Context: an optimization exercise on an open-source flow, tuned for small area. The choices shown serve that exercise and are no tape-out recipe. Function was checked by simulation only, so behaviour that the tests miss may differ from the original. The clock input has no modelled driver; a real chip could not lean on it and would need a root buffer or a full tree. No activity file was given, so power comes from the tool's default toggle rates.

Setup of v6:
## Top_module
module Top_module(
    input wire clk,
    input wire reset,
    input wire spi_miso,
    output wire spi_mosi,
    output wire spi_sck,
    output wire spi_cs,
    output wire uart_tx
);
Size: ~360 cells after synthesis, about 7 I/O pins, about 2900 sq um of cells after synthesis.
export LEC_CHECK = 0
export CAP_MARGIN = 20
export CORE_MARGIN = 2
export CORE_UTILIZATION = 75
export PLACE_DENSITY = 0.85
export SLEW_MARGIN = 20
create_clock -name core_clock -period 125.0 [get_ports {clk}]
standard.sh (not shown) runs the stock make flow with config.mk's settings and CLKGATE_MAP_FILE= SYNTH_SCRIPT=/design/flow/synth_recipe.tcl, a recipe that flattens the netlist after the stock synthesis.
==> flow/flow/run.sh <==
#!/bin/bash
# Layout flow: the standard synthesis; its combinational logic re-mapped by
# ABC with area-oriented scripts (registers kept exactly as the standard
# synthesis made them; sixteen variants, the smallest netlist is kept); then
# the standard layout from that netlist with the smallest port buffers and a
# small clock tree. Each tool writes its full output to a log file here.
set -euo pipefail
R=orfs/results/${FLOW_PLATFORM}/Top_module/base
bash standard.sh synth > synth_standard.log 2>&1
cp $R/1_2_yosys.v standard_1_2_yosys.v
export RS_LIB=${FLOW_HOME}/platforms/${FLOW_PLATFORM}/lib/sky130_fd_sc_hd__tt_025C_1v80.lib
export RS_IN=standard_1_2_yosys.v

# sixteen variants: eight deepsyn seeds, each mapped two ways; four at a time
variant() {
  local i=$1 seed=$(( ($1 - 1) % 8 + 1 ))
  if (( i <= 8 )); then
    echo "strash; &get -n; &deepsyn -T 60 -S $seed; &put; dc2; &get -n; &dch -f; &nf -a -R 1000; &put; topo" > area_$i.abc
  else
    echo "strash; &get -n; &deepsyn -T 60 -S $seed; &put; dch -f; amap; topo" > area_$i.abc
  fi
  RS_ABC=area_$i.abc RS_OUT=resynth_$i.v RS_TAG=resynth_$i \
    yosys -c flow/resynth.tcl > resynth_$i.log 2>&1 || true
}
for batch in "1 2 3 4" "5 6 7 8" "9 10 11 12" "13 14 15 16"; do
  for i in $batch; do variant $i & done
  wait
done
best=""; besta=""
for i in $(seq 1 16); do
  if [[ -s resynth_$i.v && -s resynth_${i}_after.stat ]]; then
    a=$(awk '/Chip area/ {print $NF}' resynth_${i}_after.stat)
    echo "variant $i: $a" >> resynth_pick.log
    if [[ -z "$besta" ]] || awk -v a="$a" -v b="$besta" 'BEGIN{exit !(a<b)}'; then best=$i; besta=$a; fi
  fi
done
if [[ -z "$best" ]]; then
  echo "no variant; keeping the standard netlist" >> resynth_pick.log
  cp standard_1_2_yosys.v resynth_0.v
  best=0
fi
echo "picked variant $best ($besta)" >> resynth_pick.log
cp resynth_$best.v $R/1_2_yosys.v
rm -f $R/1_synth.odb $R/1_synth.sdc
bash standard.sh synth > synth_odb.log 2>&1

KNOBS=("BUFFER_PORTS_ARGS=-buffer_cell sky130_fd_sc_hd__buf_1"
       "CTS_ARGS=-sink_clustering_enable -buf_list sky130_fd_sc_hd__clkbuf_4 -root_buf sky130_fd_sc_hd__clkbuf_4 -dont_use_dummy_load -repair_clock_nets")
bash standard.sh "${KNOBS[@]}" cts > cts.log 2>&1
# Clock tree: four buffers straight from the clock port, one per balanced
# cluster of flip-flops. If their clock slew comes out too high, keep the CTS
# tree and upsize its slow buffers instead.
export CLKTREE_RESULTS=$R CLKTREE_LIB=$RS_LIB CLKTREE_PLATFORM=${FLOW_HOME}/platforms/${FLOW_PLATFORM}
if ! CLKTREE_N=4 CLKTREE_CELL=sky130_fd_sc_hd__clkbuf_8 CLKTREE_BIG=sky130_fd_sc_hd__clkbuf_16 \
     CLKTREE_UPSIZE=0.112 CLKTREE_LIMIT=0.118 \
     openroad -no_init -exit flow/clktree.tcl > clktree.log 2>&1; then
  CLKFIX_RESULTS=$R CLKFIX_LIB=$RS_LIB CLKFIX_PLATFORM=${FLOW_HOME}/platforms/${FLOW_PLATFORM} \
    CLKFIX_CELL=sky130_fd_sc_hd__clkbuf_8 CLKFIX_LIMIT=0.112 \
    openroad -no_init -exit flow/clkfix.tcl > clkfix.log 2>&1 || true
fi
bash standard.sh "${KNOBS[@]}" finish > finish.log 2>&1
==> flow/flow/clktree.tcl <==
# Replace the clock tree made by CTS with CLKTREE_N buffers of CLKTREE_CELL
# driven straight from the clock port, one per cluster of flip-flops
# (k-means on their placement). The clock port then drives CLKTREE_N pins.
set R $::env(CLKTREE_RESULTS)
read_db $R/4_cts.odb
read_liberty $::env(CLKTREE_LIB)
read_sdc $R/4_cts.sdc
source $::env(CLKTREE_PLATFORM)/setRC.tcl
set db [ord::get_db]
set block [ord::get_db_block]
set K $::env(CLKTREE_N)
set master [$db findMaster $::env(CLKTREE_CELL)]
set clkport [$block findBTerm clk]
set clknet [$clkport getNet]

# flip-flop clock pins
set sinks {}
foreach inst [$block getInsts] {
  set it [$inst findITerm CLK]
  if { $it != "NULL" && [$it getNet] != "NULL" } { lappend sinks $inst }
}
puts "clock sinks: [llength $sinks]"

# remove the tree: every buffer/inverter on the clock network
set removed 0
set again 1
while { $again } {
  set again 0
  foreach it [$clknet getITerms] {
    set inst [$it getInst]
    set m [[$inst getMaster] getName]
    if { [string match *clkbuf* $m] || [string match *clkinv* $m] || [string match *buf* $m] } {
      set onet [[$inst findITerm X] getNet]
      if { $onet == "NULL" } { continue }
      foreach oit [$onet getITerms] {
        if { [$oit getInst] != $inst } { $oit disconnect; $oit connect $clknet }
      }
      $it disconnect
      odb::dbInst_destroy $inst
      odb::dbNet_destroy $onet
      incr removed
      set again 1
      break
    }
  }
}
puts "removed $removed clock tree cells"

# k-means on sink locations
proc center { inst } {
  set b [$inst getBBox]
  return [list [expr { ([$b xMin] + [$b xMax]) / 2.0 }] [expr { ([$b yMin] + [$b yMax]) / 2.0 }]]
}
set pts {}
foreach s $sinks { lappend pts [center $s] }
set xs [lsort -real [lmap p $pts {lindex $p 0}]]
# initial centers spread along a sorted order of x+y
set order [lsort -real -index 0 [lmap p $pts {list [expr {[lindex $p 0] + [lindex $p 1]}] $p}]]
set cents {}
for { set i 0 } { $i < $K } { incr i } {
  set idx [expr { int(($i + 0.5) * [llength $order] / $K) }]
  lappend cents [lindex [lindex $order $idx] 1]
}
# balanced clusters: pairs (sink, center) by distance, each center takes at
# most ceil(sinks / K) sinks; then the centers move to their clusters' means
set cap [expr { ([llength $pts] + $K - 1) / $K }]
for { set iter 0 } { $iter < 30 } { incr iter } {
  set pairs {}
  set j 0
  foreach p $pts {
    for { set i 0 } { $i < $K } { incr i } {
      set c [lindex $cents $i]
      lappend pairs [list [expr { abs([lindex $p 0] - [lindex $c 0]) + abs([lindex $p 1] - [lindex $c 1]) }] $j $i]
    }
    incr j
  }
  set assign [lrepeat [llength $pts] -1]
  set load [lrepeat $K 0]
  foreach pr [lsort -real -index 0 $pairs] {
    lassign $pr d j i
    if { [lindex $assign $j] < 0 && [lindex $load $i] < $cap } {
      lset assign $j $i
      lset load $i [expr { [lindex $load $i] + 1 }]
    }
  }
  set new {}
  for { set i 0 } { $i < $K } { incr i } {
    set sx 0; set sy 0; set n 0
    foreach p $pts a $assign { if { $a == $i } { set sx [expr {$sx + [lindex $p 0]}]; set sy [expr {$sy + [lindex $p 1]}]; incr n } }
    if { $n > 0 } { lappend new [list [expr {$sx / $n}] [expr {$sy / $n}]] } else { lappend new [lindex $cents $i] }
  }
  set cents $new
}

# one buffer per cluster, at the cluster's center
for { set i 0 } { $i < $K } { incr i } {
  set c [lindex $cents $i]
  set buf [odb::dbInst_create $block $master clktree_$i]
  $buf setLocation [expr { int([lindex $c 0]) }] [expr { int([lindex $c 1]) }]
  $buf setPlacementStatus PLACED
  [$buf findITerm A] connect $clknet
  set net [odb::dbNet_create $block clknet_tree_$i]
  $net setSigType CLOCK
  [$buf findITerm X] connect $net
  set n 0
  foreach s $sinks a $assign {
    if { $a == $i } {
      set it [$s findITerm CLK]
      $it disconnect
      $it connect $net
      incr n
    }
  }
  puts "buffer clktree_$i: $n flip-flops"
}
global_connect
detailed_placement
check_placement
set_propagated_clock [all_clocks]
estimate_parasitics -placement
proc worst_slew {} {
  set mx 0
  foreach p [get_pins -hierarchical */CLK] { set s [get_property $p slew_max]; if { $s > $mx } { set mx $s } }
  return $mx
}
# a cluster whose flip-flops see too slow a clock edge gets the bigger buffer
set big [$db findMaster $::env(CLKTREE_BIG)]
for { set i 0 } { $i < $K } { incr i } {
  set mx 0
  foreach p [get_pins -of_objects [get_nets clknet_tree_$i] -filter "direction == input"] {
    set s [get_property $p slew_max]; if { $s > $mx } { set mx $s }
  }
  puts [format "cluster %d: worst flip-flop clock slew %.4f" $i $mx]
  if { $mx > $::env(CLKTREE_UPSIZE) } {
    [$block findInst clktree_$i] swapMaster $big
    puts "  clktree_$i is now $::env(CLKTREE_BIG)"
  }
}
detailed_placement
check_placement
estimate_parasitics -placement
set mx [worst_slew]
puts [format "worst flip-flop clock slew %.4f" $mx]
if { $mx > $::env(CLKTREE_LIMIT) } { error "clock slew over the limit" }
write_db $R/4_cts.odb
Other scripts of this flow, unchanged in this note and not shown: flow/flow/clkfix.tcl, flow/flow/resynth.tcl
v6 was carried through to the last stage, and its layout satisfied the timing, DRC and antenna checks.
Inputs modified between v6 and v7:
==> flow/flow/run.sh <==
#!/bin/bash
# Standard synthesis, then the combinational logic is re-mapped by ABC with
# area-oriented scripts (registers kept as the standard synthesis made them;
# eight variants, the smallest netlist is kept), then the standard layout from
# that netlist with the smallest port buffers and a small clock tree.
set -euo pipefail
R=orfs/results/${FLOW_PLATFORM}/Top_module/base
bash standard.sh synth > synth_standard.log 2>&1
cp $R/1_2_yosys.v standard_1_2_yosys.v
export RS_LIB=${FLOW_HOME}/platforms/${FLOW_PLATFORM}/lib/sky130_fd_sc_hd__tt_025C_1v80.lib
export RS_IN=standard_1_2_yosys.v
# eight variants: four deepsyn seeds, each mapped two ways; four at a time
variant() {
  local i=$1 seed=$(( ($1 - 1) % 4 + 1 ))
  if (( i <= 4 )); then
    echo "strash; &get -n; &deepsyn -T 60 -S $seed; &put; dc2; &get -n; &dch -f; &nf -a -R 1000; &put; topo" > area_$i.abc
  else
    echo "strash; &get -n; &deepsyn -T 60 -S $seed; &put; dch -f; amap; topo" > area_$i.abc
  fi
  RS_ABC=area_$i.abc RS_OUT=resynth_$i.v RS_TAG=resynth_$i \
    yosys -c flow/resynth.tcl > resynth_$i.log 2>&1 || true
}
for i in 1 2 3 4; do variant $i & done
wait
for i in 5 6 7 8; do variant $i & done
wait
best=""; besta=""
for i in 1 2 3 4 5 6 7 8; do
  if [[ -s resynth_$i.v && -s resynth_${i}_after.stat ]]; then
    a=$(awk '/Chip area/ {print $NF}' resynth_${i}_after.stat)
    echo "variant $i: $a" >> resynth_pick.log
    if [[ -z "$besta" ]] || awk -v a="$a" -v b="$besta" 'BEGIN{exit !(a<b)}'; then best=$i; besta=$a; fi
  fi
done
echo "picked variant $best ($besta)" >> resynth_pick.log
cp resynth_$best.v $R/1_2_yosys.v
rm -f $R/1_synth.odb $R/1_synth.sdc
bash standard.sh synth > synth_odb.log 2>&1
KNOBS=("BUFFER_PORTS_ARGS=-buffer_cell sky130_fd_sc_hd__buf_1"
       "CTS_ARGS=-sink_clustering_enable -buf_list sky130_fd_sc_hd__clkbuf_4 -root_buf sky130_fd_sc_hd__clkbuf_4 -dont_use_dummy_load -repair_clock_nets")
bash standard.sh "${KNOBS[@]}" cts > cts.log 2>&1
# Clock tree: four buffers straight from the clock port, one per balanced
# cluster of flip-flops. If their clock slew comes out too high, keep the CTS
# tree and upsize its slow buffers instead.
export CLKTREE_RESULTS=$R CLKTREE_LIB=$RS_LIB CLKTREE_PLATFORM=${FLOW_HOME}/platforms/${FLOW_PLATFORM}
if ! CLKTREE_N=4 CLKTREE_CELL=sky130_fd_sc_hd__clkbuf_8 CLKTREE_BIG=sky130_fd_sc_hd__clkbuf_16 \
     CLKTREE_UPSIZE=0.110 CLKTREE_LIMIT=0.115 \
     openroad -no_init -exit flow/clktree.tcl > clktree.log 2>&1; then
  CLKFIX_RESULTS=$R CLKFIX_LIB=$RS_LIB CLKFIX_PLATFORM=${FLOW_HOME}/platforms/${FLOW_PLATFORM} \
    CLKFIX_CELL=sky130_fd_sc_hd__clkbuf_8 CLKFIX_LIMIT=0.112 \
    openroad -no_init -exit flow/clkfix.tcl > clkfix.log 2>&1
fi
bash standard.sh "${KNOBS[@]}" finish > finish.log 2>&1
Notes after the runs:
- Changes observed in v7 relative to v6: number of remaining DRC errors flat; global routing usage summed across all routing layers down 1.1 points; sequential share of layout area flat; relative contribution of the clock network to total power down 0.2 points.
- Having completed the whole flow, v7 delivered a layout that passed the timing, DRC and antenna checks.
In every run of this note, the design's own scripts or RTL, not TritonCTS, make the clock network.

re-timing with driven ports:
The results above use ideal ports. As a check the final layouts listed here were re-extracted and re-timed, cells and wires unchanged. Step 1, drivers: a clkbuf_16 drives clk and a buf_2 each remaining input, both assumed. Step 2 moves the port delays by t, midway between the first and last clock arrival at a register: inputs arrive t later, outputs are due t later. That takes back most of the time a late clock gives input paths. a / b / c = ideal / step 1 / step 2; a / b = the first two.
run | t, ns | setup slack, ns | hold WS [ns] | worst register clock-pin slew, ns | cell pins on the clock port's net
v6 | 0.214 | 97.682 / 97.623 / 97.836 | 0.336 / 0.336 / 0.336 | 0.11 / 0.11 | 4
v7 | 0.213 | 97.868 / 97.804 / 98.017 | 0.328 / 0.328 / 0.328 | 0.10 / 0.10 | 4
After both steps every run listed still meets setup and hold.
